What follows belongs to an exercise in optimizing a design on an open flow for small area, a short achievable clock period and few clock cycles per item; a production flow would make more cautious choices. At most, simulation tests tie the RTL to the original design; equivalence was not proved. For runs 1 and 2, only the layout was checked, not whether the RTL still works.

==> flow/design.v <==
module fpu_as_s1
  (
   input [31:0]      opa_i,
   input [31:0]      opb_i,
   output [27:0]     fa_o,
   output [27:0]     fb_o,
   output [7:0]      exp_o
   );
   wire [7:0] 	     s_expa = opa_i[30:23];
   wire [7:0] 	     s_expb = opb_i[30:23];
   wire [22:0] 	     s_fracta = opa_i[22:0];
   wire [22:0] 	     s_fractb = opb_i[22:0];
   wire 	     s_expa_gt_expb = s_expa > s_expb;
   wire 	     s_opa_dn = !(|s_expa);
   wire 	     s_opb_dn = !(|s_expb);
   assign exp_o = s_expa_gt_expb ? s_expa : s_expb;
   wire [27:0] 	     s_fracta_28 = {1'b0, !s_opa_dn, s_fracta, 3'b000};
   wire [27:0] 	     s_fractb_28 = {1'b0, !s_opb_dn, s_fractb, 3'b000};
   reg [7:0] 	     s_exp_diff;
   always @*
     case ({s_expa_gt_expb, s_opa_dn ^ s_opb_dn})
       2'b00: s_exp_diff = s_expb - s_expa;
       2'b01: s_exp_diff = s_expb - (s_expa + 8'd1);
       2'b10: s_exp_diff = s_expa - s_expb;
       default: s_exp_diff = s_expa - (s_expb + 8'd1);
     endcase
   wire [27:0] 	     s_fract_sm_28 = s_expa_gt_expb ? s_fractb_28 : s_fracta_28;
   wire [27:0] 	     s_fract_shr_28 = s_fract_sm_28 >> s_exp_diff;
   wire [27:0] 	     s_lost_mask = ~(28'hfffffff << s_exp_diff);
   wire 	     s_sticky = |(s_fract_sm_28 & s_lost_mask);
   wire [27:0] 	     fa = s_expa_gt_expb ? s_fracta_28 :
			  {s_fract_shr_28[27:1], (s_sticky | s_fract_shr_28[0])};
   wire [27:0] 	     fb = s_expa_gt_expb ? {s_fract_shr_28[27:1], (s_sticky | s_fract_shr_28[0])} :
			  s_fractb_28;
   assign fa_o = fa;
   assign fb_o = fb;
endmodule
module fpu_as_add
  (
   input [27:0]      fa,
   input [27:0]      fb,
   input 	     signa,
   input 	     signb,
   input 	     fpu_op_i,
   output [27:0]     fract_o,
   output 	     sign_o
   );
   wire [28:0] 	     d_ab = {1'b0, fa} - {1'b0, fb};
   wire [28:0] 	     d_ba = {1'b0, fb} - {1'b0, fa};
   wire 	     fa_gt_fb = d_ba[28];
   wire 	     fa_eq_fb = fa == fb;
   wire 	     s_addop = ((signa ^ signb) & !fpu_op_i) | ((signa ^~ signb) & fpu_op_i);
   assign fract_o = s_addop ? (fa_gt_fb ? d_ab[27:0] : d_ba[27:0]) : fa + fb;
   wire 	     fract_zero = s_addop ? fa_eq_fb : !(|fa) & !(|fb);
   assign sign_o = (fract_zero & !(signa & signb)) ? 1'b0 :
		   (!signa & (!fa_gt_fb & (fpu_op_i ^ signb))) |
		   (signa & (fa_gt_fb | (fpu_op_i ^ signb)));
endmodule
module fpu_as_s2a
  (
   input [27:0]      fract_28_i,
   input [7:0] 	     exp_i,
   output [27:0]     fracto28_1_o,
   output [8:0]      expo9_1_o,
   output 	     x_sticky_o,  
   output 	     x_lost_o,  
   output 	     zero_fract_o
   );
   wire 	     s_carry = fract_28_i[27];
   reg [5:0] 	     lzeroes;
   integer 	     i;
   always @* begin
      lzeroes = 6'd27;
      for (i = 0; i < 27; i = i + 1)
	if (fract_28_i[i]) lzeroes = 6'd26 - i;
   end
   wire [5:0] 	     s_zeros = s_carry ? 6'd0 : lzeroes;
   wire [9:0] 	     s_exp10 = {2'd0, exp_i} + {9'd0, s_carry} - {4'd0, s_zeros};
   reg [5:0] 	     s_shl1;
   reg 		     s_shr1;
   reg [8:0] 	     s_expo9_1;
   always @* begin
      if (s_exp10[9] | !(|s_exp10)) begin
	 s_shr1 = 1'b0;
	 s_expo9_1 = 9'd1;
	 s_shl1 = (|exp_i) ? exp_i[5:0] - 6'd1 : 6'd0;
      end else if (s_exp10[8]) begin
	 s_shr1 = 1'b0;
	 s_shl1 = 6'd0;
	 s_expo9_1 = 9'b011111111;
      end else begin
	 s_shr1 = s_carry;
	 s_shl1 = s_zeros;
	 s_expo9_1 = s_exp10[8:0];
      end
   end
   assign fracto28_1_o = s_shr1 ? {1'b0, fract_28_i[27:1]} : fract_28_i << s_shl1;
   assign expo9_1_o = s_expo9_1;
   assign x_sticky_o = fract_28_i[0] & fract_28_i[27];
   assign x_lost_o = s_shr1 & fract_28_i[0];
   assign zero_fract_o = s_zeros == 6'd27 & !fract_28_i[27];
endmodule
module fpu_as_s2b
  (
   input [27:0]      s_fracto28_1,
   input [8:0] 	     s_expo9_1,
   input 	     x_sticky,
   input 	     x_lost,
   input 	     s_zero_fract,
   input 	     sign_i,
   input [3:0] 	     rm_i,  
   input 	     nan_in,  
   input 	     nan_op,  
   input 	     nan_sign,
   input 	     inf_in,  
   output [31:0]     output_o,
   output 	     ine_o,
   output 	     sp_nan_o,  
   output 	     sp_inf_o  
   );
   localparam [30:0] INF = 31'b1111111100000000000000000000000;
   localparam [30:0] QNAN = 31'b1111111110000000000000000000000;
   wire [8:0] 	     s_expo9_2 = (s_fracto28_1[27:26] == 2'b00) ? s_expo9_1 - 9'd1 : s_expo9_1;
   wire 	     s_sticky = s_fracto28_1[0] | x_sticky;
   wire 	     s_roundup = (rm_i[0] & (s_fracto28_1[2] & ((s_fracto28_1[1] | s_sticky) | s_fracto28_1[3]))) |
				 (rm_i[2] & ((s_fracto28_1[2] | s_fracto28_1[1] | s_sticky) & !sign_i)) |
				 (rm_i[3] & ((s_fracto28_1[2] | s_fracto28_1[1] | s_sticky) & sign_i));
   wire [27:0] 	     s_fracto28_rnd = s_roundup ? s_fracto28_1 + 28'd8 : s_fracto28_1;
   wire 	     s_shr2 = s_fracto28_rnd[27];
   wire [8:0] 	     s_expo9_3 = (s_shr2 & s_expo9_2 != 9'b011111111) ? s_expo9_2 + 9'd1 : s_expo9_2;
   wire [27:0] 	     s_fracto28_2 = s_shr2 ? {1'b0, s_fracto28_rnd[27:1]} : s_fracto28_rnd;
   wire 	     s_lost = x_lost | (s_shr2 & s_fracto28_rnd[0]) | (|s_fracto28_2[2:0]);
   wire 	     s_overflow = s_expo9_3 == 9'b011111111 & !inf_in;
   assign ine_o = (s_lost | s_overflow) & !inf_in;
   assign sp_nan_o = nan_in | nan_op;
   assign sp_inf_o = !(nan_in | nan_op) & (inf_in | s_overflow);
   assign output_o = (nan_in | nan_op) ? {nan_sign, QNAN} :
		     inf_in | s_overflow ? {sign_i, INF} :
		     s_zero_fract ? {sign_i, 31'd0} :
		     {sign_i, s_expo9_3[7:0], s_fracto28_2[25:3]};
endmodule
module fpu_mul_s1
  (
   input [31:0]      opa_i,
   input [31:0]      opb_i,
   input 	     first,  
   input [35:0]      plo_i,  
   output [35:0]     prod_o,  
   output [9:0]      exp_10_o
   );
   wire [7:0] 	     s_expa = opa_i[30:23];
   wire [7:0] 	     s_expb = opb_i[30:23];
   wire 	     s_opa_dn = !(|s_expa);
   wire 	     s_opb_dn = !(|s_expb);
   wire [23:0] 	     fracta_24 = {!s_opa_dn, opa_i[22:0]};
   wire [23:0] 	     fractb_24 = {!s_opb_dn, opb_i[22:0]};
   wire [9:0] 	     s_expa_in = {2'd0, s_expa} + {9'd0, s_opa_dn};
   wire [9:0] 	     s_expb_in = {2'd0, s_expb} + {9'd0, s_opb_dn};
   assign exp_10_o = s_expa_in + s_expb_in - 10'b0001111111;
   wire [11:0] 	     bsel = first ? fractb_24[11:0] : fractb_24[23:12];
   wire [23:0] 	     addend = first ? 24'd0 : plo_i[35:12];
   assign prod_o = fracta_24 * bsel + {12'd0, addend};
endmodule
module fpu_mul_s2
  (
   input [47:0]      fract_48_i,
   input [9:0] 	     exp_10_i,
   output [47:0]     frac2a_o,
   output [8:0]      expo1_o,
   output 	     lost_o
   );
   wire 	     s_carry = fract_48_i[47];
   reg [5:0] 	     s_zeros_l;
   reg [5:0] 	     s_r_zeros;
   integer 	     i;
   always @* begin
      s_zeros_l = 6'd46;
      for (i = 1; i < 47; i = i + 1)
	if (fract_48_i[i]) s_zeros_l = 6'd46 - i;
      s_r_zeros = 6'd48;
      for (i = 47; i >= 0; i = i - 1)
	if (fract_48_i[i]) s_r_zeros = i;
   end
   wire [5:0] 	     s_zeros = s_carry ? 6'd0 : s_zeros_l;
   wire [9:0] 	     s_exp_10a = exp_10_i + {9'd0, s_carry};
   wire [9:0] 	     s_exp_10b = s_exp_10a - {4'd0, s_zeros};
   wire 	     c_a = s_exp_10a[9] | !(|s_exp_10a);
   wire 	     c_b = s_exp_10b[9] | !(|s_exp_10b);
   wire [9:0] 	     v_shr1 = c_a ? 10'd1 - s_exp_10a + {9'd0, s_carry} :
			      c_b ? 10'd0 :
			      s_exp_10b[8] ? 10'd0 : {9'd0, s_carry};
   wire [9:0] 	     v_shl1 = c_a ? 10'd0 :
			      c_b ? {4'd0, s_zeros} - s_exp_10a :
			      s_exp_10b[8] ? 10'd0 : {4'd0, s_zeros};
   assign expo1_o = c_a ? 9'd1 : c_b ? 9'd1 : s_exp_10b[8] ? 9'b011111111 : s_exp_10b[8:0];
   wire [5:0] 	     s_shr2 = v_shr1[6] ? 6'b111111 : v_shr1[5:0];
   wire [5:0] 	     s_shl2 = v_shl1[5:0];
   assign frac2a_o = (|s_shr2) ? fract_48_i >> s_shr2 : fract_48_i << s_shl2;
   assign lost_o = s_shr2 > s_r_zeros;
endmodule
module fpu_mul_s3
  (
   input [47:21]     frac2a_i,  
   input 	     sticky_i,  
   input 	     inelow_i,  
   input [8:0] 	     expo1_i,
   input 	     sign_i,
   input [3:0] 	     rm_i,  
   input 	     nan_in,
   input 	     nan_op,
   input 	     inf_in,
   input 	     op_0,
   output [31:0]     output_o,
   output 	     ine_o,
   output 	     sp_nan_o,  
   output 	     sp_inf_o  
   );
   localparam [30:0] INF = 31'b1111111100000000000000000000000;
   localparam [30:0] QNAN = 31'b1111111110000000000000000000000;
   wire [8:0] 	     s_expo2b = frac2a_i[46] ? expo1_i : expo1_i - 9'd1;
   wire 	     s_guard = frac2a_i[22];
   wire 	     s_round = frac2a_i[21];
   wire 	     s_sticky = sticky_i;
   wire 	     s_roundup = (rm_i[0] & (s_guard & ((s_round | s_sticky) | frac2a_i[23]))) |
				 (rm_i[2] & ((s_guard | s_round | s_sticky) & !sign_i)) |
				 (rm_i[3] & ((s_guard | s_round | s_sticky) & sign_i));
   wire [24:0] 	     s_frac_inc = frac2a_i[47:23] + 25'd1;
   wire [24:0] 	     s_frac_rnd = s_roundup ? s_frac_inc : frac2a_i[47:23];
   wire 	     s_shr3 = s_frac_rnd[24];
   wire [8:0] 	     s_expo3 = (s_shr3 & (s_expo2b != 9'b011111111)) ? s_expo2b + 9'd1 : s_expo2b;
   wire [24:0] 	     s_frac3 = (s_shr3 & (s_expo2b != 9'b011111111)) ? {1'b0, s_frac_rnd[24:1]} : s_frac_rnd;
   wire 	     s_overflow = (s_expo3 == 9'b011111111) & !inf_in;
   assign ine_o = !op_0 & (inelow_i | s_overflow);
   assign sp_nan_o = nan_in | nan_op;
   assign sp_inf_o = !(nan_in | nan_op) & (inf_in | s_overflow);
   assign output_o = (nan_in | nan_op) ? {sign_i, QNAN} :
		     inf_in | s_overflow ? {sign_i, INF} :
		     op_0 ? {sign_i, 31'd0} :
		     {sign_i, s_expo3[7:0], s_frac3[22:0]};
endmodule
module fpu_div_s1
  (
   input [31:0]      opa_i,
   input [31:0]      opb_i,
   output [23:0]     dvdnd_o,
   output [23:0]     dvsor_o,
   output [9:0]      exp_10_o
   );
   wire [7:0] 	     s_expa = opa_i[30:23];
   wire [7:0] 	     s_expb = opb_i[30:23];
   wire 	     s_opa_dn = !(|s_expa);
   wire 	     s_opb_dn = !(|s_expb);
   wire [23:0] 	     s_fracta_24 = {!s_opa_dn, opa_i[22:0]};
   wire [23:0] 	     s_fractb_24 = {!s_opb_dn, opb_i[22:0]};
   reg [4:0] 	     s_dvd_zeros;
   reg [4:0] 	     s_div_zeros;
   integer 	     i;
   always @* begin
      s_dvd_zeros = 5'd24;
      s_div_zeros = 5'd24;
      for (i = 0; i < 24; i = i + 1) begin
	 if (s_fracta_24[i]) s_dvd_zeros = 5'd23 - i;
	 if (s_fractb_24[i]) s_div_zeros = 5'd23 - i;
      end
   end
   assign dvdnd_o = s_fracta_24 << s_dvd_zeros;
   assign dvsor_o = s_fractb_24 << s_div_zeros;
   wire [9:0] 	     s_expa_in = {2'd0, s_expa} + {9'd0, s_opa_dn};
   wire [9:0] 	     s_expb_in = {2'd0, s_expb} + {9'd0, s_opb_dn};
   assign exp_10_o = s_expa_in - s_expb_in + 10'b0001111111 -
		     {5'd0, s_dvd_zeros} + {5'd0, s_div_zeros};
endmodule
module fpu_div_step
  (
   input [27:0]      s_i,
   input [27:0]      c_i,
   input [24:0]      d_i,
   output [27:0]     s_o,
   output [27:0]     c_o,
   output 	     qpos_o,
   output 	     qneg_o
   );
   wire [27:0] 	     s2 = {s_i[26:0], 1'b0};
   wire [27:0] 	     c2 = {c_i[26:0], 1'b0};
   wire [3:0] 	     ya = s2[27:24];
   wire [3:0] 	     yb = c2[27:24];
   wire [3:0] 	     yg = ya & yb;
   wire [3:0] 	     yp = ya ^ yb;
   wire 	     yc3 = yg[2] | (yp[2] & yg[1]) | (yp[2] & yp[1] & yg[0]);
   wire 	     ysign = yp[3] ^ yc3;
   wire 	     yall1 = &yp;
   wire 	     q_pos = !ysign;
   wire 	     q_neg = ysign & !yall1;
   wire [27:0] 	     dx = {3'b000, d_i};
   wire [27:0] 	     t = ({28{q_pos}} & ~dx) | ({28{q_neg}} & dx);
   assign s_o = s2 ^ c2 ^ t;
   assign c_o = {(s2[26:0] & c2[26:0]) | (s2[26:0] & t[26:0]) | (c2[26:0] & t[26:0]), q_pos};
   assign qpos_o = q_pos;
   assign qneg_o = q_neg;
endmodule
module fpu_div_fin
  (
   input [27:0]      s_i,
   input [27:0]      c_i,
   input [27:0]      qp_i,
   input [27:0]      qn_i,
   input [24:0]      d_i,
   output [26:0]     qutnt_o,
   output 	     rmndr_nz_o
   );
   wire [27:0] 	     w = s_i + c_i;
   wire [27:0] 	     wd = s_i + c_i + {3'b000, d_i};
   wire 	     neg = w[27];
   wire [27:0] 	     q_0 = qp_i - qn_i;
   wire [27:0] 	     q_m = qp_i + ~qn_i;
   wire [27:0] 	     qf = neg ? q_m : q_0;
   assign qutnt_o = qf[27:1];
   assign rmndr_nz_o = neg ? |wd : |w;
endmodule
module fpu_div_s2a
  (
   input [26:0]      qutnt_i,
   input [9:0] 	     exp_10_i,
   output [26:0]     fraco1_o,
   output [8:0]      expo2_o,
   output 	     lost0_o,  
   output 	     lost1_o  
   );
   wire 	     s_qutdn = !qutnt_i[26];
   wire [9:0] 	     s_exp_10b = exp_10_i - {9'd0, s_qutdn};
   wire 	     c_b = s_exp_10b[9] | !(|s_exp_10b);
   wire [9:0] 	     v_shr = c_b ? (10'd1 - s_exp_10b) - {9'd0, s_qutdn} : 10'd0;
   wire [9:0] 	     v_shl = c_b ? 10'd0 : s_exp_10b[8] ? 10'd0 : {9'd0, s_qutdn};
   wire [8:0] 	     s_expo1 = c_b ? 9'd1 : s_exp_10b[8:0];
   wire [5:0] 	     s_shr1 = v_shr[6] ? 6'b111111 : v_shr[5:0];
   wire [5:0] 	     s_shl1 = v_shl[5:0];
   wire [26:0] 	     s_fraco1 = (|s_shr1) ? qutnt_i >> s_shr1 : qutnt_i << s_shl1;
   assign fraco1_o = s_fraco1;
   assign expo2_o = s_fraco1[26] ? s_expo1 : s_expo1 - 9'd1;
   reg [5:0] 	     s_r_zeros;
   integer 	     i;
   always @* begin
      s_r_zeros = 6'd27;
      for (i = 26; i >= 0; i = i - 1)
	if (qutnt_i[i]) s_r_zeros = i;
   end
   assign lost0_o = s_shr1 > s_r_zeros;
   assign lost1_o = (s_shr1 + 6'd1) > s_r_zeros;
endmodule
module fpu_div_s2b
  (
   input [26:0]      s_fraco1,
   input [8:0] 	     s_expo2,
   input 	     lost0,
   input 	     lost1,
   input 	     rmndr_nz_i,
   input 	     sign_i,
   input [3:0] 	     rm_i,  
   input 	     nan_in,
   input 	     infa,
   input 	     infb,
   input 	     opa_0,
   input 	     opb_0,
   output [31:0]     output_o,
   output 	     ine_o,
   output 	     sp_nan_o,  
   output 	     sp_inf_o  
   );
   localparam [30:0] INF = 31'b1111111100000000000000000000000;
   localparam [30:0] QNAN = 31'b1111111110000000000000000000000;
   wire 	     s_guard = s_fraco1[2];
   wire 	     s_round = s_fraco1[1];
   wire 	     s_sticky = s_fraco1[0] | rmndr_nz_i;
   wire 	     s_roundup = (rm_i[0] & (s_guard & ((s_round | s_sticky) | s_fraco1[3]))) |
				 (rm_i[2] & ((s_guard | s_round | s_sticky) & !sign_i)) |
				 (rm_i[3] & ((s_guard | s_round | s_sticky) & sign_i));
   wire [24:0] 	     s_frac_inc = {1'b0, s_fraco1[26:3]} + 25'd1;
   wire [24:0] 	     s_frac_rnd = s_roundup ? s_frac_inc : {1'b0, s_fraco1[26:3]};
   wire 	     s_shr2 = s_frac_rnd[24];
   wire [8:0] 	     s_expo3 = s_shr2 ? s_expo2 + 9'd1 : s_expo2;
   wire [24:0] 	     s_fraco2 = s_shr2 ? {1'b0, s_frac_rnd[24:1]} : s_frac_rnd;
   wire 	     s_lost = s_shr2 ? lost1 : lost0;
   wire 	     s_op_0 = opa_0 | opb_0;
   wire 	     s_opab_0 = opa_0 & opb_0;
   wire 	     s_nan_op = (infa & infb) | s_opab_0;
   wire 	     s_inf_result = (&s_expo3[7:0]) | s_expo3[8] | opb_0;
   wire 	     s_overflow = s_inf_result & !infa & !opb_0;
   assign ine_o = !s_op_0 & (s_lost | (|s_fraco1[2:0]) | s_overflow | rmndr_nz_i);
   assign sp_nan_o = nan_in | s_nan_op;
   assign sp_inf_o = !(nan_in | s_nan_op) & (infa | s_overflow | s_inf_result);
   assign output_o = (nan_in | s_nan_op) ? {sign_i, QNAN} :
		     infa | s_overflow | s_inf_result ? {sign_i, INF} :
		     s_op_0 | infb ? {sign_i, 31'd0} :
		     {sign_i, s_expo3[7:0], s_fraco2[22:0]};
endmodule
module fpu_conv_s1
  (
   input [31:0]      opa,
   input 	     op_f2i,  
   input [1:0] 	     rmode,
   output [22:0]     fract_out,
   output 	     r_o,
   output 	     s_o,
   output [7:0]      exp_out,
   output 	     exp_in_lt_half_o,
   output 	     f2i_zero_o,
   output 	     f2i_max_o,
   output 	     fract_in_00_o,
   output 	     fract_in_lo_nz_o,
   output 	     sign_a_o,
   output 	     sign_b_o
   );
   wire 	     opas = opa[31];
   wire [7:0] 	     expa = opa[30:23];
   wire 	     opa_inf = (&expa) & !(|opa[22:0]);
   wire 	     opa_nan = (&expa) & (|opa[22:0]);
   wire [7:0] 	     exp_in = op_f2i ? expa : 8'd0;
   wire [47:0] 	     fract_in = op_f2i ?
			       (opas ? 48'd1 - {24'h00, (|expa), opa[22:0]} - 48'd1 :
				{24'h0, (|expa), opa[22:0]}) :
			       (opas ? 48'd1 - {opa[30:0], 17'h01} : {opa[30:0], 17'h0});
   reg [5:0] 	     fi_ldz;
   integer 	     i;
   always @* begin
      fi_ldz = 6'd48;
      for (i = 1; i < 48; i = i + 1)
	if (fract_in[i]) fi_ldz = 6'd48 - i;
   end
   wire 	     fract_in_00 = !(|fract_in);
   wire 	     rmode_00 = rmode == 2'b00;
   wire 	     rmode_11 = rmode == 2'b11;
   wire 	     exp_in_00 = !(|exp_in);
   wire [7:0] 	     f2i_emin = rmode_00 ? 8'h7e : 8'h7f;
   wire 	     f2i_exp_gt_max = exp_in > 8'h9d;
   wire 	     f2i_exp_lt_min = exp_in < f2i_emin;
   wire 	     f2i_zero = (((f2i_exp_lt_min & (opas & (!rmode_11 | fract_in_00))) |
				  (f2i_exp_lt_min & !opas) |
				  (f2i_exp_gt_max & opas))
				 & !(&exp_in)) |
			        (opa_inf & opas) |
			        (fract_in_00 & exp_in_00);
   wire 	     f2i_max = ((((!opas & f2i_exp_gt_max) |
				  (f2i_exp_lt_min & !fract_in_00 & rmode_11 & opas))
				 & !(&exp_in)) |
				(opa_nan | (opa_inf & !opas))) &
			       !(opas & fract_in_00 & exp_in_00);
   wire [7:0] 	     f2i_shft = exp_in - 8'h7d;
   wire [7:0] 	     conv_shft = op_f2i ? f2i_shft : {2'h0, fi_ldz};
   wire [47:0] 	     fract_in_shftl = (|conv_shft[7:6] | (f2i_zero & op_f2i)) ?
				      48'd0 : fract_in << conv_shft[5:0];
   assign fract_out = fract_in_shftl[47:25];
   assign r_o = fract_in_shftl[24];
   assign s_o = |fract_in_shftl[23:0];
   wire [7:0] 	     exp_i2f = fract_in_00 ? (opas ? 8'h9e : 8'd0) : (8'h9e - {2'd0, fi_ldz});
   wire [55:0] 	     exp_f2i_1 = {{8{fract_in[47]}}, fract_in} << f2i_shft;
   wire [7:0] 	     exp_f2i = f2i_zero ? 8'd0 : f2i_max ? 8'hff : exp_f2i_1[55:48];
   assign exp_out = op_f2i ? exp_f2i : exp_i2f;
   assign exp_in_lt_half_o = exp_in < 8'h80;
   assign f2i_zero_o = f2i_zero;
   assign f2i_max_o = f2i_max;
   assign fract_in_00_o = fract_in_00;
   assign fract_in_lo_nz_o = |fract_in[23:0];
   assign sign_a_o = opas & f2i_exp_gt_max & f2i_zero;
   assign sign_b_o = opa_nan | (f2i_zero & !f2i_max & !(opa_inf & opas));
endmodule
module fpu_conv_s2
  (
   input [22:0]      fract_out,
   input 	     r,
   input 	     s,
   input [7:0] 	     exp_out,
   input 	     exp_in_lt_half,
   input 	     f2i_zero,
   input 	     f2i_max,
   input 	     fract_in_00,
   input 	     fract_in_lo_nz,
   input 	     sign_a,
   input 	     sign_b,
   input 	     opas,
   input 	     op_f2i,
   input [3:0] 	     rm,  
   output [31:0]     out,
   output 	     ine
   );
   wire 	     rmode_01 = rm[1];
   wire 	     rmode_10 = rm[2];
   wire 	     rmode_11 = rm[3];
   wire 	     sign = rmode_11 ? !opas : opas;
   wire 	     exp_out_ff = &exp_out;
   wire 	     exp_out_fe = &exp_out[7:1] & !exp_out[0];
   wire 	     fract_out_7fffff = &fract_out;
   wire [23:0] 	     fract_out_pl1 = fract_out + 24'd1;
   wire [7:0] 	     exp_out_pl1 = exp_out + 8'd1;
   wire 	     g = fract_out[0];
   wire 	     trunc_nz = r | s;
   wire 	     round = (g & r) | (r & s);
   wire 	     exp_rnd_adj0;
   wire [22:0] 	     fract_out_rnd0;
   assign {exp_rnd_adj0, fract_out_rnd0} = round ? fract_out_pl1 : {1'b0, fract_out};
   wire [7:0] 	     exp_out_rnd0 = exp_rnd_adj0 ? exp_out_pl1 : exp_out;
   wire [22:0] 	     fract_out_rnd1 = 1'b0 ? 23'h7fffff :
				      (op_f2i & trunc_nz & opas) ? fract_out_pl1[22:0] : fract_out;
   wire [7:0] 	     exp_out_rnd1 = (exp_out_ff & !op_f2i) ? 8'd0 :
				    (op_f2i & opas & trunc_nz & fract_out_pl1[23]) ? exp_out_pl1 : exp_out;
   wire 	     round2a = !exp_out_fe | !fract_out_7fffff | (exp_out_fe & fract_out_7fffff);
   wire 	     round2_fasu = ((r | s) & !sign) & (!exp_out[7] | (exp_out[7] & round2a));
   wire 	     round2_f2i = rmode_10 & ((fract_in_lo_nz & !opas & exp_in_lt_half) | trunc_nz);
   wire 	     round2 = op_f2i ? round2_f2i : round2_fasu;
   wire 	     exp_rnd_adj2a;
   wire [22:0] 	     fract_out_rnd2a;
   assign {exp_rnd_adj2a, fract_out_rnd2a} = round2 ? fract_out_pl1 : {1'b0, fract_out};
   wire [7:0] 	     exp_out_rnd2a = exp_rnd_adj2a ? exp_out_pl1 : exp_out;
   wire [22:0] 	     fract_out_rnd2 = 1'b0 ? 23'h7fffff : fract_out_rnd2a;
   wire [7:0] 	     exp_out_rnd2 = (sign & exp_out_ff & !op_f2i) ? 8'hfe : exp_out_rnd2a;
   wire [7:0] 	     exp_out_rnd = ({8{rm[0]}} & exp_out_rnd0) | ({8{rm[1]}} & exp_out_rnd1) |
				   ({8{rm[2] | rm[3]}} & exp_out_rnd2);
   wire [22:0] 	     fract_out_rnd = ({23{rm[0]}} & fract_out_rnd0) | ({23{rm[1]}} & fract_out_rnd1) |
				     ({23{rm[2] | rm[3]}} & fract_out_rnd2);
   wire 	     exp_out_final_ff = &exp_out_final;
   wire 	     ovf0 = exp_out_final_ff & !rmode_01 & !op_f2i;
   wire [22:0] 	     fract_out_final = ovf0 ? 23'h0 : (f2i_max & op_f2i) ? 23'h7fffff : fract_out_rnd;
   wire [7:0] 	     exp_out_final = (f2i_max & op_f2i) ? 8'hff : exp_out_rnd;
   wire [30:0] 	     out_d = {exp_out_final, fract_out_final};
   wire 	     f2i_out_sign = sign_a ? 1'b1 :
				    (sign_b | (!(|out_d) & !f2i_zero)) ? 1'b0 : opas;
   assign out = {op_f2i ? f2i_out_sign : opas, out_d};
   wire 	     f2i_ine = (f2i_zero & !fract_in_00 & !opas) |
			       trunc_nz |
			       (f2i_zero & exp_in_lt_half & opas & !fract_in_00) |
			       (f2i_max & rmode_11 & exp_in_lt_half);
   assign ine = op_f2i ? f2i_ine : trunc_nz;
endmodule
module fpu_arith
  (
   clk,
   rst,
   opa_i,
   opb_i,
   fpu_op_i,
   rmode_i,
   output_o,
   start_i,
   ready_o,
   ine_o,
   overflow_o,
   underflow_o,
   div_zero_o,
   inf_o,
   zero_o,
   qnan_o,
   snan_o
   );
   input  clk;
   input  rst;
   input [31:0] opa_i;
   input [31:0] opb_i;
   input [2:0] 	fpu_op_i;
   input [1:0] 	rmode_i;
   input 	start_i;
   output reg 	ready_o;
   output reg [31:0] output_o;
   output reg 	     ine_o;
   output reg 	     overflow_o;
   output reg 	     underflow_o;
   output reg 	     div_zero_o;
   output reg 	     inf_o;
   output reg 	     zero_o;
   output reg 	     qnan_o;
   output reg 	     snan_o;
   localparam [30:0] QNAN = 31'b11111111_10000000000000000000000;
   localparam [30:0] SNAN = 31'b11111111_00000000000000000000001;
   reg 		     busy;
   reg [3:0] 	     cnt;
   wire 	     op_as = fpu_op_i[2:1] == 2'b00;
   wire 	     op_mul = fpu_op_i == 3'd2;
   wire 	     op_div = fpu_op_i == 3'd3;
   wire 	     op_cv = fpu_op_i[2];
   reg 		     mul_fast;
   wire 	     last = busy & (op_as ? cnt == 4'd0 :
				    op_mul ? (cnt == 4'd1 | mul_fast) : cnt == 4'd7);
   always @(posedge clk or posedge rst)
     if (rst) begin
	busy <= 1'b0;
	ready_o <= 1'b0;
	cnt <= 4'd0;
     end else begin
	if (start_i) begin
	   busy <= !op_cv;
	   ready_o <= op_cv;
	   cnt <= 4'd0;
	end else if (last) begin
	   busy <= 1'b0;
	   ready_o <= 1'b1;
	end else begin
	   ready_o <= 1'b0;
	   cnt <= cnt + 4'd1;
	end
     end
   reg sel_as, sel_mul, sel_div, sel_cv;
   reg op0, rm0, rm1, rm2, rm3, sa, sb, sab, infa, infb, nana, nanb, za, zb;
   always @(posedge clk) begin
	sel_as <= op_as;
	sel_mul <= op_mul;
	sel_div <= op_div;
	sel_cv <= op_cv;
	op0 <= fpu_op_i[0];
	rm0 <= rmode_i == 2'd0;
	rm1 <= rmode_i == 2'd1;
	rm2 <= rmode_i == 2'd2;
	rm3 <= rmode_i == 2'd3;
	sa <= opa_i[31];
	sb <= opb_i[31];
	sab <= opa_i[31] ^ opb_i[31];
	infa <= &opa_i[30:23];
	infb <= &opb_i[30:23];
	nana <= (&opa_i[30:23]) & (|opa_i[22:0]);
	nanb <= (&opb_i[30:23]) & (|opb_i[22:0]);
	za <= !(|opa_i[30:0]);
	zb <= !(|opb_i[30:0]);
     end
   wire [3:0] rm_oh = {rm3, rm2, rm1, rm0};
   wire [27:0] as_fa_d, as_fb_d;
   wire [7:0]  as_exp_d;
   reg [27:0]  as_fa, as_fb;
   reg [7:0]   as_exp;
   fpu_as_s1 u_as_s1 (.opa_i(opa_i), .opb_i(opb_i), .fa_o(as_fa_d), .fb_o(as_fb_d), .exp_o(as_exp_d));
   always @(posedge clk) begin
	as_fa <= as_fa_d;
	as_fb <= as_fb_d;
	as_exp <= as_exp_d;
     end
   wire [27:0] as_fract_d;
   wire        as_sign_d;
   fpu_as_add u_as_add (.fa(as_fa), .fb(as_fb), .signa(sa), .signb(sb), .fpu_op_i(op0),
			.fract_o(as_fract_d), .sign_o(as_sign_d));
   wire [27:0] as_f1_d;
   wire [8:0]  as_e1_d;
   wire        as_xs_d, as_xl_d, as_zf_d;
   fpu_as_s2a u_as_s2a (.fract_28_i(as_fract_d), .exp_i(as_exp), .fracto28_1_o(as_f1_d),
			.expo9_1_o(as_e1_d), .x_sticky_o(as_xs_d), .x_lost_o(as_xl_d),
			.zero_fract_o(as_zf_d));
   reg [27:0]  as_f1;
   reg [8:0]   as_e1;
   reg 	       as_xs, as_xl, as_zf, as_sign, as_nsign;
   always @(posedge clk) begin
	as_f1 <= as_f1_d;
	as_e1 <= as_e1_d;
	as_xs <= as_xs_d;
	as_xl <= as_xl_d;
	as_zf <= as_zf_d;
	as_sign <= as_sign_d;
	as_nsign <= (nana & nanb) ? as_sign_d : nana ? sa : sb;
     end
   wire [31:0] as_out;
   wire        as_ine, as_spn, as_spi;
   fpu_as_s2b u_as_s2b
     (.s_fracto28_1(as_f1), .s_expo9_1(as_e1), .x_sticky(as_xs), .x_lost(as_xl),
      .s_zero_fract(as_zf), .sign_i(as_sign), .rm_i(rm_oh),
      .nan_in(nana | nanb),
      .nan_op(infa & infb & (sa ^ (op0 ^ sb))),
      .nan_sign(as_nsign),
      .inf_in(infa | infb),
      .output_o(as_out), .ine_o(as_ine), .sp_nan_o(as_spn), .sp_inf_o(as_spi));
   wire [35:0] mul_prod_d;
   wire [9:0]  mul_e_d;
   reg [47:0]  mul_m;
   reg [9:0]   mul_e;
   reg 	       mul_or;
   wire [47:0] mul_frac2a_d;
   wire [8:0]  mul_expo1_d;
   wire        mul_lost_d;
   fpu_mul_s1 u_mul_s1 (.opa_i(opa_i), .opb_i(opb_i), .first(!busy), .plo_i(mul_m[35:0]),
			.prod_o(mul_prod_d), .exp_10_o(mul_e_d));
   fpu_mul_s2 u_mul_s2 (.fract_48_i(mul_m), .exp_10_i(mul_e), .frac2a_o(mul_frac2a_d),
			.expo1_o(mul_expo1_d), .lost_o(mul_lost_d));
   wire [8:0]  mul_esum = {1'b0, opa_i[30:23]} + {1'b0, opb_i[30:23]};
   wire        mul_fast_d = (|opa_i[30:23]) & !(&opa_i[30:23]) &
	       (|opb_i[30:23]) & !(&opb_i[30:23]) &
	       (mul_esum >= 9'd128) & (mul_esum <= 9'd381);
   always @(posedge clk) begin
      mul_fast <= mul_fast_d;
      if (!busy)
	mul_m <= {12'd0, mul_prod_d};
      else if (cnt == 4'd0)
	mul_m <= {mul_prod_d, mul_m[11:0]};
      else
	mul_m <= mul_frac2a_d;
      if (busy & cnt != 4'd0)
	mul_e <= {1'b0, mul_expo1_d};
      else
	mul_e <= mul_e_d;
      if (cnt == 4'd0)
	mul_or <= |{mul_prod_d[8:0], mul_m[11:0]};
      else
	mul_or <= (|mul_frac2a_d[20:0]) | mul_lost_d;
   end
   wire        mul_sh = mul_fast & mul_m[47];
   wire [47:21] mul_fx = mul_sh ? {1'b0, mul_m[47:22]} : mul_m[47:21];
   wire [8:0]  mul_ex = mul_e[8:0] + {8'd0, mul_sh};
   wire [31:0] mul_out;
   wire        mul_ine, mul_spn, mul_spi;
   fpu_mul_s3 u_mul_s3
     (.frac2a_i(mul_fx), .sticky_i(mul_or | (mul_sh & mul_m[21])),
      .inelow_i(mul_or | mul_m[21] | mul_m[22] | (mul_sh & mul_m[23])),
      .expo1_i(mul_ex), .sign_i(sab),
      .rm_i(rm_oh), .nan_in(nana | nanb), .nan_op((infa | infb) & (za | zb)),
      .inf_in(infa | infb), .op_0(za | zb),
      .output_o(mul_out), .ine_o(mul_ine), .sp_nan_o(mul_spn), .sp_inf_o(mul_spi));
   wire [23:0] div_a_d, div_b_d;
   wire [9:0]  div_e_d;
   reg [27:0]  div_s, div_c, div_dp, div_dn;
   reg [23:0]  div_b;
   reg [9:0]   div_e;
   fpu_div_s1 u_div_s1 (.opa_i(opa_i), .opb_i(opb_i), .dvdnd_o(div_a_d), .dvsor_o(div_b_d),
			.exp_10_o(div_e_d));
   wire [24:0] div_d = {div_b, 1'b0};
   wire [27:0] st_s [0:4];
   wire [27:0] st_c [0:4];
   wire [3:0]  st_qp, st_qn;
   assign st_s[0] = div_s;
   assign st_c[0] = div_c;
   genvar      gi;
   generate
      for (gi = 0; gi < 4; gi = gi + 1) begin : g_st
	 fpu_div_step u_st
	      (.s_i(st_s[gi]), .c_i(st_c[gi]), .d_i(div_d),
	       .s_o(st_s[gi+1]), .c_o(st_c[gi+1]), .qpos_o(st_qp[3-gi]), .qneg_o(st_qn[3-gi]));
      end
   endgenerate
   always @(posedge clk) begin
      div_b <= div_b_d;
      div_e <= div_e_d;
      if (!busy) begin
	 div_s <= {4'd0, div_a_d};
	 div_c <= 28'd0;
	 div_dp <= 28'd0;
	 div_dn <= 28'd0;
      end else begin
	 div_s <= st_s[4];
	 div_c <= st_c[4];
	 div_dp <= {div_dp[23:0], st_qp};
	 div_dn <= {div_dn[23:0], st_qn};
      end
   end
   wire [26:0] div_qf;
   wire        div_rnz_d;
   fpu_div_fin u_div_fin (.s_i(div_s), .c_i(div_c), .qp_i(div_dp), .qn_i(div_dn), .d_i(div_d),
			  .qutnt_o(div_qf), .rmndr_nz_o(div_rnz_d));
   wire [26:0] div_f1_d;
   wire [8:0]  div_e2_d;
   wire        div_l0_d, div_l1_d;
   reg [26:0]  div_f1;
   reg [8:0]   div_e2;
   reg 	       div_l0, div_l1, div_rnz;
   fpu_div_s2a u_div_s2a (.qutnt_i(div_qf), .exp_10_i(div_e), .fraco1_o(div_f1_d),
			  .expo2_o(div_e2_d), .lost0_o(div_l0_d), .lost1_o(div_l1_d));
   always @(posedge clk) begin
	div_f1 <= div_f1_d;
	div_e2 <= div_e2_d;
	div_l0 <= div_l0_d;
	div_l1 <= div_l1_d;
	div_rnz <= div_rnz_d;
     end
   wire [31:0] div_out;
   wire        div_ine, div_spn, div_spi;
   fpu_div_s2b u_div_s2b
     (.s_fraco1(div_f1), .s_expo2(div_e2), .lost0(div_l0), .lost1(div_l1),
      .rmndr_nz_i(div_rnz), .sign_i(sab),
      .rm_i(rm_oh), .nan_in(nana | nanb), .infa(infa), .infb(infb), .opa_0(za), .opb_0(zb),
      .output_o(div_out), .ine_o(div_ine), .sp_nan_o(div_spn), .sp_inf_o(div_spi));
   wire [22:0] cv_fract_d;
   wire        cv_r_d, cv_s_d;
   wire [7:0]  cv_exp_out_d;
   wire        cv_eh_d, cv_zero_d, cv_max_d, cv_f00_d, cv_lonz_d, cv_sa_d, cv_sb_d;
   reg [22:0]  cv_fract;
   reg 	       cv_r, cv_s;
   reg [7:0]   cv_exp_out;
   reg 	       cv_eh, cv_zero, cv_max, cv_f00, cv_lonz, cv_sa, cv_sb;
   fpu_conv_s1 u_cv_s1
     (.opa(opa_i), .op_f2i(fpu_op_i[0]), .rmode(rmode_i),
      .fract_out(cv_fract_d), .r_o(cv_r_d), .s_o(cv_s_d), .exp_out(cv_exp_out_d),
      .exp_in_lt_half_o(cv_eh_d),
      .f2i_zero_o(cv_zero_d), .f2i_max_o(cv_max_d), .fract_in_00_o(cv_f00_d),
      .fract_in_lo_nz_o(cv_lonz_d), .sign_a_o(cv_sa_d), .sign_b_o(cv_sb_d));
   always @(posedge clk) begin
	cv_fract <= cv_fract_d;
	cv_r <= cv_r_d;
	cv_s <= cv_s_d;
	cv_exp_out <= cv_exp_out_d;
	cv_eh <= cv_eh_d;
	cv_zero <= cv_zero_d;
	cv_max <= cv_max_d;
	cv_f00 <= cv_f00_d;
	cv_lonz <= cv_lonz_d;
	cv_sa <= cv_sa_d;
	cv_sb <= cv_sb_d;
     end
   wire [31:0] cv_out;
   wire        cv_ine;
   fpu_conv_s2 u_cv_s2
     (.fract_out(cv_fract), .r(cv_r), .s(cv_s), .exp_out(cv_exp_out),
      .exp_in_lt_half(cv_eh), .f2i_zero(cv_zero), .f2i_max(cv_max),
      .fract_in_00(cv_f00), .fract_in_lo_nz(cv_lonz), .sign_a(cv_sa), .sign_b(cv_sb),
      .opas(sa), .op_f2i(op0), .rm(rm_oh), .out(cv_out), .ine(cv_ine));
   localparam [30:0] MAXF = 31'b1111111_01111111_11111111_11111111;
   wire dz = zb & !za;
   wire as_z = !(|as_out[30:0]);
   wire as_e0 = !(|as_out[30:23]);
   wire as_ff = as_spn | as_spi;
   wire as_keep = rm0 | infa | infb | as_spn;
   wire as_sat = !as_keep & as_ff & (rm1 | (rm2 & as_out[31]) | (rm3 & !as_out[31]));
   wire as_negz = !as_keep & rm3 & as_z & (sa | (op0 ^ sb));
   wire [31:0] as_fo = {as_out[31] | as_negz, as_sat ? MAXF : as_out[30:0]};
   wire mul_z = !(|mul_out[30:0]);
   wire mul_e0 = !(|mul_out[30:23]);
   wire mul_ff = mul_spn | mul_spi;
   wire mul_keep = rm0 | infa | infb | mul_spn;
   wire mul_sat = !mul_keep & mul_ff & (rm1 | (rm2 & mul_out[31]) | (rm3 & !mul_out[31]));
   wire [31:0] mul_fo = {mul_out[31], mul_sat ? MAXF : mul_out[30:0]};
   wire div_z = !(|div_out[30:0]);
   wire div_e0 = !(|div_out[30:23]);
   wire div_ff = div_spn | div_spi;
   wire div_keep = rm0 | dz | infa | infb | div_spn;
   wire div_sat = !div_keep & div_ff & (rm1 | (rm2 & div_out[31]) | (rm3 & !div_out[31]));
   wire [31:0] div_fo = {div_out[31], div_sat ? MAXF : div_out[30:0]};
   wire cv_z = !(|cv_out[30:0]);
   wire cv_e0 = !(|cv_out[30:23]);
   wire cv_ff = &cv_out[30:23];
   wire cv_qn = cv_out[30:0] == QNAN;
   wire cv_sn = cv_out[30:0] == SNAN;
   wire cv_keep = rm0 | infa | infb | cv_qn;
   wire cv_sat = !cv_keep & cv_ff & (rm1 | (rm2 & cv_out[31]) | (rm3 & !cv_out[31]));
   wire [31:0] cv_fo = {cv_out[31], cv_sat ? MAXF : cv_out[30:0]};
   always @* begin
      output_o = ({32{sel_as}} & as_fo) | ({32{sel_mul}} & mul_fo) |
		 ({32{sel_div}} & div_fo) | ({32{sel_cv}} & cv_fo);
      ine_o = (sel_as & as_ine) | (sel_mul & mul_ine) | (sel_div & div_ine) | (sel_cv & cv_ine);
      overflow_o = (sel_as & as_ff & as_ine) | (sel_mul & mul_ff & mul_ine) |
		   (sel_div & div_ff & div_ine) | (sel_cv & cv_ff & cv_ine);
      underflow_o = (sel_as & as_e0 & as_ine) | (sel_mul & mul_e0 & mul_ine) |
		    (sel_div & div_e0 & div_ine) | (sel_cv & cv_e0 & cv_ine);
      div_zero_o = sel_div & dz & !infa;
      inf_o = (sel_as & as_spi) | (sel_mul & mul_spi) | (sel_div & div_spi) |
	      (sel_cv & cv_ff & !(cv_qn | cv_sn));
      zero_o = (sel_as & as_z) | (sel_mul & mul_z) | (sel_div & div_z) | (sel_cv & cv_z);
      qnan_o = (sel_as & as_spn) | (sel_mul & mul_spn) | (sel_div & div_spn) | (sel_cv & cv_qn);
      snan_o = sel_cv & cv_sn;
   end
endmodule
==> flow/run.sh <==
#!/bin/bash
# synth_recipe.tcl (not shown) runs the flow's synth.tcl, then flattens the netlist and writes it again
# the make line also repeats each setting of config.mk as NAME=value (left out here)
make -C /OpenROAD-flow-scripts/flow DESIGN_CONFIG=/design/flow/config.mk WORK_HOME=/design/flow/orfs CLKGATE_MAP_FILE= SYNTH_SCRIPT=/design/flow/synth_recipe.tcl finish
==> flow/config.mk <==
export PLATFORM = sky130hd
export DESIGN_NAME = fpu_arith
export DESIGN_NICKNAME = fpu_arith
export VERILOG_FILES = /design/flow/design.v
export SDC_FILE = /design/flow/constraint.sdc
export NUM_CORES = 4
export LEC_CHECK = 0
export CAP_MARGIN = 20
export CORE_MARGIN = 2
export CORE_UTILIZATION = 35
export SLEW_MARGIN = 20
==> flow/constraint.sdc <==
create_clock -name core_clock -period 9.0 [get_ports {clk}]
set_input_delay 1.8000 -clock core_clock [delete_from_list [all_inputs] [get_ports {clk}]]
set_output_delay 1.8000 -clock core_clock [all_outputs]
set_load 0.01 [all_outputs]
==> results of run 1 <==
==> sequential cells by signal, summed over array words and instances, names as in the netlist, 4 cells and up <==
signal and count:
div_e 10, div_c 25, div_dp 28, as_fa 27
div_dn 28, div_e2 9, as_f1 28, cv_exp_out 8
mul_e 10, div_f1 27, div_s 28, as_e1 8
cnt 4, div_b 24, mul_m 48, as_exp 8
cv_fract 23, as_fb 27
==> per-layer routing <==
metal,track usage [%],up-vias
li1,-,36247
met4,15.41,10
met2,48.60,4311
met5,0,-
met1,46.84,38827
met3,5.199,675
==> synthesized netlist by cell type, types with 27 or more instances <==
master	count	area, um2
a2111oi_0	32	280.3
a211oi_1	134	1006
a21boi_0	29	217.7
a21o_1	94	705.7
a21oi_1	728	3643
a221oi_1	43	376.6
a311oi_1	27	236.5
a31oi_1	90	563.0
and2_1	165	1032
and3_1	94	588.1
buf_1	81	304.0
buf_2	34	170.2
clkbuf_1	539	2023
dfxtp_1	390	7807
fa_1	360	7207
ha_1	390	4880
inv_1	641	2406
mux2_2	96	1081
mux2i_1	559	5595
nand2_1	1227	4606
nand2b_1	86	538.0
nand3_1	308	1541
nand4_1	122	763.2
nor2_1	997	3742
nor2b_1	93	581.8
nor3_1	245	1226
nor4_1	113	706.9
o211ai_1	113	848.3
o21a_1	41	307.8
o21ai_0	587	2938
o21bai_1	53	397.9
o221ai_1	43	376.6
o22ai_1	86	538.0
o311ai_0	29	254.0
o31ai_1	66	495.5
or2_2	49	306.5
or3_1	77	481.7
or4_1	46	345.3
xnor2_1	275	2409
xor2_1	145	1270
==> worst max-delay path by stage <==
stage                             end  cells past startpoint
floorplan           div_e2[5]$_DFF_P_                     56
global placement    mul_m[34]$_DFF_P_                     32
detailed placement  mul_m[34]$_DFF_P_                     32
CTS                 as_f1[24]$_DFF_P_                     40
global route        div_f1[0]$_DFF_P_                     51
finish              div_f1[4]$_DFF_P_                     43
==> stage by stage <==
stage | setup TNS [ps] | hold slack (ps) | utilization [%]
after floorplan | -570.1 | 438.9 | -
after CTS | 0 | 462.5 | 41.35
after global placement | -12390 | 452.5 | 40.18
after detailed placement | -17170 | 452.4 | 40.19
after global routing | -16680 | 484.8 | 41.88
final | -809.9 | 457.9 | 41.89
==> cell type report <==
class                      instances  area [um2]  area share (%)
multi-input combinational       8167       58590           69.98
timing repair buffer            1130        9059           10.82
sequential                       408        8330           9.951
tap                             2656        3323           3.970
inverter                         666        2505           2.992
clock buffer                      62        1409           1.683
clock inverter                    36       469.2          0.5605
antenna                           13       32.53         0.03886
==> worst max-delay path: cells and delay by family (launching register included) <==
| kind | cells | cell delay [ps] |
|---|---|---|
| xor gates and xnor gates | 2 | 340 |
| and+or+nand+nor | 13 | 2700 |
| DFF | 1 | 360 |
| adders and majority gates | 4 | 910 |
| buffers and inverters | 10 | 1130 |
| AOI/OAI and AO/OA | 14 | 3520 |
==> kinds of logic (layout without fill, tap and decap cells) <==
group                    Yosys count  after routing  synth area share (%)
AND/OR/NAND/NOR                 3743           3743                 24.94
AO/OA/AOI/OAI                   2592           2592                 23.85
buffers and inverters           1344           1894                 7.310
adder cells (fa/ha/maj)          750            750                 17.16
multiplexers                     662            662                 9.704
XOR/XNOR                         420            420                 5.223
flip-flops                       408            408                 11.81
other                              0             13                     0
==> repair_timing <==
item | 4_1_cts | 5_1_grt
resized for setup | 62 | 168
pin swaps | 43 | 68
gates cloned | 1 | 1
endpoints found under the hold margin | 0 | 0
endpoints found under the setup margin | 74 | 143
setup buffers | 27 | 34
==> flow_summary_export.csv, run 1 <==
group,metric,value,unit
setup_path,critPathCaptureType,"register",
floorplan,start_util,35.24,%
run,drv_cap,0,
floorplan,coreArea,0.1999,mm2
global_route,grt_pass1_vias,75215,
final_layout,layout-drive-gt1-share,15.06,%
timing,hold_viol,0,
synthesis,ys_types,114,
drt,wl_met1,155400,um
place,hpwl,290200,um
floorplan,dieArea,0.2048,mm2
final_layout,final_cells,13138,
timing,setup_viol,13,
synthesis,ys.flop_type,"dfxtp_1",
clock_tree,cts_buffer_depth,3,
place,port_buffers,112,
synthesis,ys_ff_latch,408,
timing,fin_crit,9122,ps
final_layout,nets,11247,
setup_path,r2r_end,"div_f1[4]$_DFF_P_",
setup_path,cp-start-kind,"register",
final_layout,n_fill_cell,20744,
drt,wl_per_cell,26.87,um
floorplan,placementRows,164,
global_route,antenna_found_initial,28,
timing,finClkSkew,58.98,ps
synthesis,syn_inst,9919,
setup_path,r2r_start,"div_c[3]$_SDFF_PN0_",
global_route,overflow,0,
final_layout,layout_commonest_cell,"nand2_1",
setup_path,cp.arrival,9680,ps
final_layout,stdcell_area,0.08371,mm2
worst_hold_path,hp-start,"div_dp[6]$_SDFF_PN0_",
drt,top_layer,"met5",
place,dp.cells,12965,
final_layout,syn_to_final_growth,18.86,%
place,dpl_cell_area,0.08032,mm2
setup_path,critPathKind,"reg -> reg",
worst_hold_path,holdPathEnd,"div_dp[10]$_SDFF_PN0_",
setup_path,path_common_cell,"buf_4",
timing,relSlewSlack,20.00,%
floorplan,die_y,452.6,um
setup_path,r2r_cells,43,
timing,fin_ws,-121.6,ps
drt,drc,0,
setup_path,cp.required,9560,ps
floorplan,io_pins,113,
setup_path,path_max_fanout,6,
worst_hold_path,holdPathStages,1,
place,gp_congestion,1.044,
drt,drt_iter0_drc,10010,
clock_tree,cts_tree,"done",
synthesis,syn_area_per_cell,7.100,um2
timing,rsz0062_at_grt,"yes",
synthesis,ys_seq_area_share,11.81,%
clock_tree,ctsHoldBuffers,0,
run_status,outcome,"complete, but fails checks",
final_layout,layout_common_cells,"nand2_1, nor2_1, buf_4, a21oi_1, inv_1",
global_route,grt_use_total,33.03,%
setup_path,critPathSlowestCell,"o311ai_1",
setup_path,rrSetupSlack,-120,ps
clock_tree,cts_max_level,2,
synthesis,syn_nets,10741,
drt,drt-total-wl,353000,um
drt,drtAntennaViolNets,0,
clock_tree,worstSkewPairLatency,710,ps
synthesis,syn_area,0.07043,mm2
timing,slew_violations,0,
timing,fmax,109.6,MHz
drt,viasPerCell,6.095,
setup_path,cp_slowest_stage_delay,800,ps
run_status,so_faults,"setup timing",
drt,num_vias,80070,
worst_hold_path,worstHoldPathType,"reg -> reg",
synthesis,synthArstFlopShare,1.471,%
clock_tree,cts_root_buffer,"clkbuf_16",
global_route,grt_pass1_wl,511800,um
synthesis,yosysWarnings,7,
synthesis,synth_edf_count,12,
clock_tree,cts_inserted_buffers,52,
global_route,grt_max_degree,76,
place,place_ws,-798.1,ps
drt,dr.pass1.iters,8,
clock_tree,clkTransAtPathRegs,70,ps
floorplan,die_x,452.6,um
timing,finalCritPeriodShare,101.4,%
drt,met2_wirelength,145500,um
drt,wl_met3,32550,um
timing,tightestPinTransition,1196,ps
setup_path,crit_start,"div_c[3]$_SDFF_PN0_",
clock_tree,clock_sinks,408,
==> run 2, diff against run 1 <==
--- a/flow/config.mk
+++ b/flow/config.mk
@@ -10,2 +10,3 @@
 export CORE_UTILIZATION = 35
+export GPL_TIMING_DRIVEN = 0
 export SLEW_MARGIN = 20
==> run 2 against run 1 <==
Against the previous run: the layout still fails its checks (setup timing); register-to-register slack lost 960 ps; design area shrank 1.8%; sequential share of layout area is 0.21 points higher; non-clock buffer count decreased by 164; global-route usage increased by 2.1 points.
==> flow_summary_export.csv, run 2 <==
group,metric,value,unit
setup_path,critPathSlowestCell,"or3_4",
drt,viasPerCell,6.284,
clock_tree,clkTransAtPathRegs,60,ps
synthesis,ys_ff_latch,408,
global_route,overflow,0,
synthesis,synthArstFlopShare,1.471,%
synthesis,syn_area_per_cell,7.100,um2
timing,fin_ws,-1078,ps
synthesis,yosys.area_share.simple,24.94,%
clock_tree,clock_sinks,408,
global_route,grt_pass1_wl,540400,um
clock_tree,cts_max_level,2,
drt,drc,0,
final_layout,largest_register_ffs,48,
global_route,grt_pass1_vias,77146,
synthesis,ys_seq_area_share,11.81,%
floorplan,dieArea,0.2048,mm2
run_status,so_faults,"setup timing",
synthesis,synth_top_cell_by_area,"dfxtp_1",
timing,slew_violations,0,
timing,fmax,99.23,MHz
clock_tree,cts_root_buffer,"clkbuf_16",
floorplan,die_y,452.6,um
timing,finalCritPeriodShare,112.0,%
synthesis,synth_edf_count,12,
final_layout,layout_common_cells,"nand2_1, nor2_1, a21oi_1, inv_1, o21ai_0",
run_status,outcome,"complete, but fails checks",
synthesis,ys.flop_type,"dfxtp_1",
synthesis,ys_types,114,
place,dp.cells,12671,
drt,drt_iter0_drc,9946,
synthesis,syn_inst,9919,
timing,fin_crit,10080,ps
final_layout,layout_commonest_cell,"nand2_1",
clock_tree,cts_buffer_depth,3,
clock_tree,worstSkewPairLatency,730,ps
drt,drtAntennaViolNets,0,
timing,relSlewSlack,14.35,%
setup_path,cp.arrival,10610,ps
timing,rsz0062_at_grt,"yes",
final_layout,final_cells,12995,
floorplan,coreArea,0.1999,mm2
place,hpwl,306300,um
drt,drt-total-wl,378500,um
synthesis,synth_most_common_cell,"nand2_1",
worst_hold_path,worstHoldPathType,"reg -> reg",
final_layout,final_util,41.11,%
drt,dr.pass1.iters,14,
setup_path,critPathCaptureType,"register",
synthesis,synth_common_cells,"nand2_1, nor2_1, a21oi_1, inv_1, o21ai_0",
setup_path,path_max_fanout,3,
final_layout,largest_register,"mul_m",
drt,wl_per_cell,29.13,um
final_layout,syn_to_final_growth,16.67,%
global_route,grt_busiest_layer,"met2",
synthesis,yosys.area.top_type_share,11.09,%
synthesis,yosysWarnings,7,
clock_tree,ctsHoldBuffers,0,
timing,hold_viol,0,
final_layout,nets,11085,
timing,setup_viol,37,
timing,tightestPinTransition,1280,ps
global_route,met3_usage,7.962,%
place,port_buffers,90,
global_route,grt_use_total,35.17,%
global_route,grt_max_degree,20,
synthesis,synth.area.top_cells,"dfxtp_1, fa_1, mux2i_1",
final_layout,stdcell_area,0.08217,mm2
drt,num_vias,81662,
setup_path,cp.required,9530,ps
run,drv_cap,0,
synthesis,synthMuxAreaShare,9.703,%
setup_path,crit_start,"div_dp[1]$_SDFF_PN0_",
final_layout,n_fill_cell,20906,
floorplan,die_x,452.6,um
synthesis,synthAdderAreaFrac,17.16,%
timing,fin_hold_ws,461.9,ps
clock_tree,cts_inserted_buffers,53,
synthesis,synth_top_family_by_area,"simple AND/OR/NAND/NOR gates",
global_route,met2_usage,53.94,%
place,gp_congestion,1.079,
setup_path,critPathKind,"reg -> reg",
floorplan,start_util,35.24,%
synthesis,synth-xor-area-share,5.223,%
global_route,gr-usage-met1,46.04,%
clock_tree,cts_tree,"done",
setup_path,path_common_cell,"buf_4",
synthesis,synth_compound_area_share,23.85,%
synthesis,syn_area,0.07043,mm2
setup_path,r2r_start,"div_dp[1]$_SDFF_PN0_",
setup_path,cp_slowest_stage_delay,480,ps
worst_hold_path,hp-start,"div_dp[10]$_SDFF_PN0_",
floorplan,io_pins,113,
place,dpl_cell_area,0.07528,mm2
floorplan,placementRows,164,
synthesis,syn_nets,10741,
place,place_ws,-3413,ps
timing,finClkSkew,66.26,ps
setup_path,cp-start-kind,"register",
global_route,antenna_found_initial,38,
final_layout,layout-drive-gt1-share,12.08,%
-- run 2: cell counts after synthesis --
Identical to the previous run, type by type.
-- run 2: timing repair --
| action | 4_1_cts | 5_1_grt |
|---|---|---|
| gates resized for setup | 581 | 442 |
| gates cloned | 1 | 1 |
| buffers inserted | 134 | 93 |
| endpoints found under the setup margin | 231 | 187 |
| pin swaps | 81 | 130 |
-- run 2: final timing paths --
check	end	slack, ps	cells after the start
setup / recovery	div_l0$_DFF_P_	-1080	62
hold / removal	div_dp[14]$_SDFF_PN0_	460	1
min in group asynchronous	cnt[2]$_DFFE_PP0P_	1290	2
setup reg to reg	div_l0$_DFF_P_	-1080	62
max in group asynchronous	busy$_DFFE_PP0P_	7470	2
hold reg to reg	div_dp[14]$_SDFF_PN0_	460	1
-- run 2: cell type report --
class | instances | area, um2 | share of cell area [%]
inverters | 666 | 2531 | 3.081
clock inverters | 32 | 340.3 | 0.4142
multi-input cells | 8168 | 60120 | 73.16
clock buffers | 67 | 1500 | 1.826
diodes | 32 | 80.08 | 0.09746
flip-flops and latches | 408 | 8347 | 10.16
plain buffers | 642 | 3177 | 3.866
well taps | 2656 | 3323 | 4.044
repair buffers | 324 | 2753 | 3.350
-- run 2: kinds of logic (layout without fill, tap and decap cells) --
kind of cell / Yosys count / in the layout
AND/OR/NAND/NOR: 3743 / 3744
AO/OA/AOI/OAI: 2592 / 2592
buffers and inverters: 1344 / 1731
adder cells (fa/ha/maj): 750 / 750
multiplexers: 662 / 662
XOR/XNOR: 420 / 420
flip-flops: 408 / 408
other: 0 / 32
-- run 2: per-layer routing --
metal | routed length [um] | share of wire [%]
met5 | 111 | 0.029
met4 | 23190 | 6.1
met3 | 37940 | 10
met2 | 161900 | 43
met1 | 155400 | 41
-- run 2: critical path: cells and delay by family (launching register included) --
kind            cells  cell delay (ps)
flops               1              360
xor+xnor            1              140
compound gates     17             3160
fa+ha+maj           3              890
buf+inv            28             3460
simple gates       13             1850
-- run 2: stage by stage --
stage / setup TNS (ps)
CTS: -24710
global placement: -501210
finish: -27690
floorplan: -570.1
global route: -40800
detailed placement: -478800
==> run 3, diff against run 2 <==
--- a/flow/design.v
+++ b/flow/design.v
@@ -329,12 +329,23 @@
    wire 	     s_qutdn = !qutnt_i[26];
-   wire [9:0] 	     s_exp_10b = exp_10_i - {9'd0, s_qutdn};
-   wire 	     c_b = s_exp_10b[9] | !(|s_exp_10b);
-   wire [9:0] 	     v_shr = c_b ? (10'd1 - s_exp_10b) - {9'd0, s_qutdn} : 10'd0;
-   wire [9:0] 	     v_shl = c_b ? 10'd0 : s_exp_10b[8] ? 10'd0 : {9'd0, s_qutdn};
-   wire [8:0] 	     s_expo1 = c_b ? 9'd1 : s_exp_10b[8:0];
-   wire [5:0] 	     s_shr1 = v_shr[6] ? 6'b111111 : v_shr[5:0];
-   wire [5:0] 	     s_shl1 = v_shl[5:0];
-   wire [26:0] 	     s_fraco1 = (|s_shr1) ? qutnt_i >> s_shr1 : qutnt_i << s_shl1;
+   wire [9:0] 	     eb0 = exp_10_i;
+   wire [9:0] 	     eb1 = exp_10_i - 10'd1;
+   wire 	     cb0 = eb0[9] | !(|eb0);
+   wire 	     cb1 = eb1[9] | !(|eb1);
+   wire [9:0] 	     vr0 = cb0 ? 10'd1 - eb0 : 10'd0;
+   wire [9:0] 	     vr1 = cb1 ? (10'd1 - eb1) - 10'd1 : 10'd0;
+   wire [9:0] 	     vl1 = cb1 ? 10'd0 : eb1[8] ? 10'd0 : 10'd1;
+   wire [8:0] 	     e1_0 = cb0 ? 9'd1 : eb0[8:0];
+   wire [8:0] 	     e1_1 = cb1 ? 9'd1 : eb1[8:0];
+   wire [5:0] 	     sr0 = vr0[6] ? 6'b111111 : vr0[5:0];
+   wire [5:0] 	     sr1 = vr1[6] ? 6'b111111 : vr1[5:0];
+   wire [8:0] 	     e1m_0 = e1_0 - 9'd1;
+   wire [8:0] 	     e1m_1 = e1_1 - 9'd1;
+   wire [5:0] 	     s_shr1 = s_qutdn ? sr1 : sr0;
+   wire [5:0] 	     s_shl1 = s_qutdn ? vl1[5:0] : 6'd0;
+   wire 	     s_right = s_qutdn ? (|sr1) : (|sr0);
+   wire [8:0] 	     s_expo1 = s_qutdn ? e1_1 : e1_0;
+   wire [8:0] 	     s_expo1m = s_qutdn ? e1m_1 : e1m_0;
+   wire [26:0] 	     s_fraco1 = s_right ? qutnt_i >> s_shr1 : qutnt_i << s_shl1;
    assign fraco1_o = s_fraco1;
-   assign expo2_o = s_fraco1[26] ? s_expo1 : s_expo1 - 9'd1;
+   assign expo2_o = s_fraco1[26] ? s_expo1 : s_expo1m;
    reg [5:0] 	     s_r_zeros;
--- a/flow/config.mk
+++ b/flow/config.mk
@@ -10,3 +10,3 @@
 export CORE_UTILIZATION = 35
-export GPL_TIMING_DRIVEN = 0
+export SETUP_SLACK_MARGIN = 0.3
 export SLEW_MARGIN = 20
==> run 3 against run 2 <==
Against the previous run: now clean on timing, DRC and antenna; synthesized cell count decreased by 1.9%; first-iteration DRC count is 14% lower; global-route usage is 2.4 points lower; non-clock buffer count grew 48; cell count down 1.2%.
==> flow_summary_export.csv, run 3 <==
group,metric,value,unit
synthesis,ys_seq_area_share,12.00,%
setup_path,critPathKind,"reg -> reg",
clock_tree,cts_root_buffer,"clkbuf_16",
worst_hold_path,worstHoldPathType,"reg -> reg",
final_layout,syn_to_final_growth,17.49,%
global_route,overflow,0,
setup_path,path_max_fanout,9,
synthesis,syn_nets,10545,
place,port_buffers,112,
synthesis,synth_edf_count,12,
place,dpl_cell_area,0.07817,mm2
place,hpwl,282400,um
global_route,grt_pass1_wl,502100,um
clock_tree,cts_inserted_buffers,50,
final_layout,layout_commonest_cell,"nand2_1",
global_route,grt_pass1_vias,73722,
floorplan,placementRows,163,
setup_path,cp_slowest_stage_delay,420,ps
place,place_ws,-251.8,ps
run_status,outcome,"finished clean",
timing,fin_crit,8503,ps
setup_path,cp-start-kind,"register",
global_route,grt_max_degree,69,
clock_tree,cts_buffer_depth,3,
timing,finClkSkew,25.80,ps
drt,drt_iter0_drc,8596,
synthesis,syn_area,0.06934,mm2
synthesis,synth_common_cells,"nand2_1, nor2_1, o21ai_0, a21oi_1, inv_1",
clock_tree,cts_tree,"done",
synthesis,synth.area.top_cells,"dfxtp_1, fa_1, mux2i_1",
floorplan,start_util,35.19,%
worst_hold_path,hp-start,"div_dp[8]$_SDFF_PN0_",
synthesis,yosysWarnings,7,
floorplan,coreArea,0.1970,mm2
final_layout,layout-drive-gt1-share,14.23,%
final_layout,largest_register_ffs,48,
timing,slew_violations,0,
drt,viasPerCell,6.022,
timing,finalCritPeriodShare,94.48,%
timing,setup_viol,0,
drt,dr.pass1.iters,6,
clock_tree,clkTransAtPathRegs,60,ps
setup_path,crit_start,"as_fa[0]$_SDFF_PN0_",
final_layout,largest_register,"mul_m",
floorplan,die_x,449.1,um
clock_tree,cts_max_level,2,
setup_path,critPathCaptureType,"register",
timing,fin_ws,496.8,ps
synthesis,synth_most_common_cell,"nand2_1",
synthesis,ys_ff_latch,408,
synthesis,ys_types,121,
place,gp_congestion,1.064,
floorplan,dieArea,0.2017,mm2
synthesis,synth_top_cell_by_area,"dfxtp_1",
timing,tightestPinTransition,1204,ps
timing,rsz0062_at_grt,"yes",
setup_path,rrSetupSlack,500,ps
setup_path,cp.arrival,9050,ps
drt,drc,0,
floorplan,io_pins,113,
run,drv_cap,0,
synthesis,yosys.area.top_type_share,11.26,%
synthesis,syn_area_per_cell,7.124,um2
timing,relSlewSlack,19.03,%
synthesis,ys.flop_type,"dfxtp_1",
global_route,grt_use_total,32.77,%
drt,drtAntennaViolNets,0,
clock_tree,worstSkewPairLatency,690,ps
final_layout,layout_common_cells,"nand2_1, nor2_1, buf_4, o21ai_0, a21oi_1",
synthesis,syn_inst,9733,
-- run 3: worst min path at each step --
stage	endpoint	slack (ps)	cells past startpoint
finish	div_dp[12]$_SDFF_PN0_	460	1
global route	div_dp[10]$_SDFF_PN0_	490	1
CTS	div_dp[12]$_SDFF_PN0_	470	1
detailed placement	div_dp[23]$_SDFF_PN0_	450	1
global placement	div_dp[23]$_SDFF_PN0_	450	1
floorplan	as_nsign$_DFF_P_	440	1
-- run 3: kinds of logic (layout without fill, tap and decap cells) --
| group | Yosys count | in the layout | share of synthesized area [%] |
|---|---|---|---|
| simple gates | 3562 | 3562 | 24.17 |
| mux | 654 | 654 | 9.703 |
| fa+ha+maj | 740 | 740 | 17.25 |
| other cells | 0 | 9 | 0 |
| flops | 408 | 408 | 12.00 |
| buf+inv | 1308 | 1761 | 7.258 |
| xor+xnor | 427 | 427 | 5.432 |
| compound gates | 2634 | 2634 | 24.19 |
-- run 3: through the flow --
stage / util [%] / setup TNS, ps / hold slack [ps]
global placement: 39.67 / -1303 / 453.6
finish: 41.35 / 0 / 462.4
global route: 41.34 / 0 / 489.5
floorplan: - / 0 / 441.4
CTS: 40.62 / 0 / 465.5
detailed placement: 39.68 / -995.1 / 452.4
-- run 3: per-layer routing --
| layer | wire length (um) | up-vias | track usage (%) |
|---|---|---|---|
| met5 | 61 | - | 0.09470 |
| met4 | 20330 | 8 | 16.02 |
| met3 | 31780 | 658 | 6.196 |
| met2 | 142200 | 3788 | 47.97 |
| met1 | 151500 | 37532 | 45.77 |
| li1 | - | 35304 | - |
-- run 3: area by class of cell --
cell class | count | area, um2
clock buffer | 66 | 1371
timing repair buffer | 1014 | 8287
tap | 2640 | 3303
clock inverter | 27 | 320.3
multi-input combinational | 8017 | 57340
fill | 20576 | 115500
sequential | 408 | 8362
inverter | 654 | 2465
antenna | 9 | 22.52
-- run 3: repair_timing --
item | in CTS | in global routing
hold buffers | 0 | 0
buffers inserted | 5 | 40
pin swaps | 4 | 66
resized for setup | 34 | 254
endpoints found under the setup margin | 69 | 118
gates cloned | 0 | 4
-- run 3: worst max-delay path, delay by kind of cell, from the launching register on --
family	cells	cell delay, ps
flip-flops	1	400
multiplexers	1	360
buffers and inverters	11	1460
XOR/XNOR	1	170
adder cells (fa/ha/maj)	4	900
AO/OA/AOI/OAI	19	3520
AND/OR/NAND/NOR	10	1530
Testbench counts of run 3, summed over its fixed seeds: cycles 40,382, ops 16,000.

-- port drivers added, routing unchanged --
Ports are ideal in the flow. The routed layouts listed here were re-timed in OpenROAD.
Step 1 assumes that a clkbuf_16 drives the clock port and a buf_2 every other input.
Step 2 adds t to the input delays and takes it off the output delays; t is the mean of the earliest and latest rising clock arrival at the registers after step 1. Input paths then give back, and output paths get back, about the clock's delay inside the block.
Slacks: ideal / step 1 / step 2; pairs: ideal / step 1.
run	t (ns)	slack for setup (ns)	clock arrival spread, ns	worst register clock-pin slew, ns	cell pins on the clock port's net
run 1	0.784	-0.122 / -0.122 / -0.412	0.071 / 0.071	0.07 / 0.07	1
run 2	0.780	-1.078 / -1.078 / -1.078	0.069 / 0.069	0.08 / 0.08	1
run 3	0.764	0.497 / 0.414 / -0.172	0.028 / 0.028	0.08 / 0.08	1
Met with ideal ports but missed after step 2: setup timing in run 3. The setup slack of run 3, which loses most, moves by -0.083 ns with the drivers and by -0.669 ns with both steps.
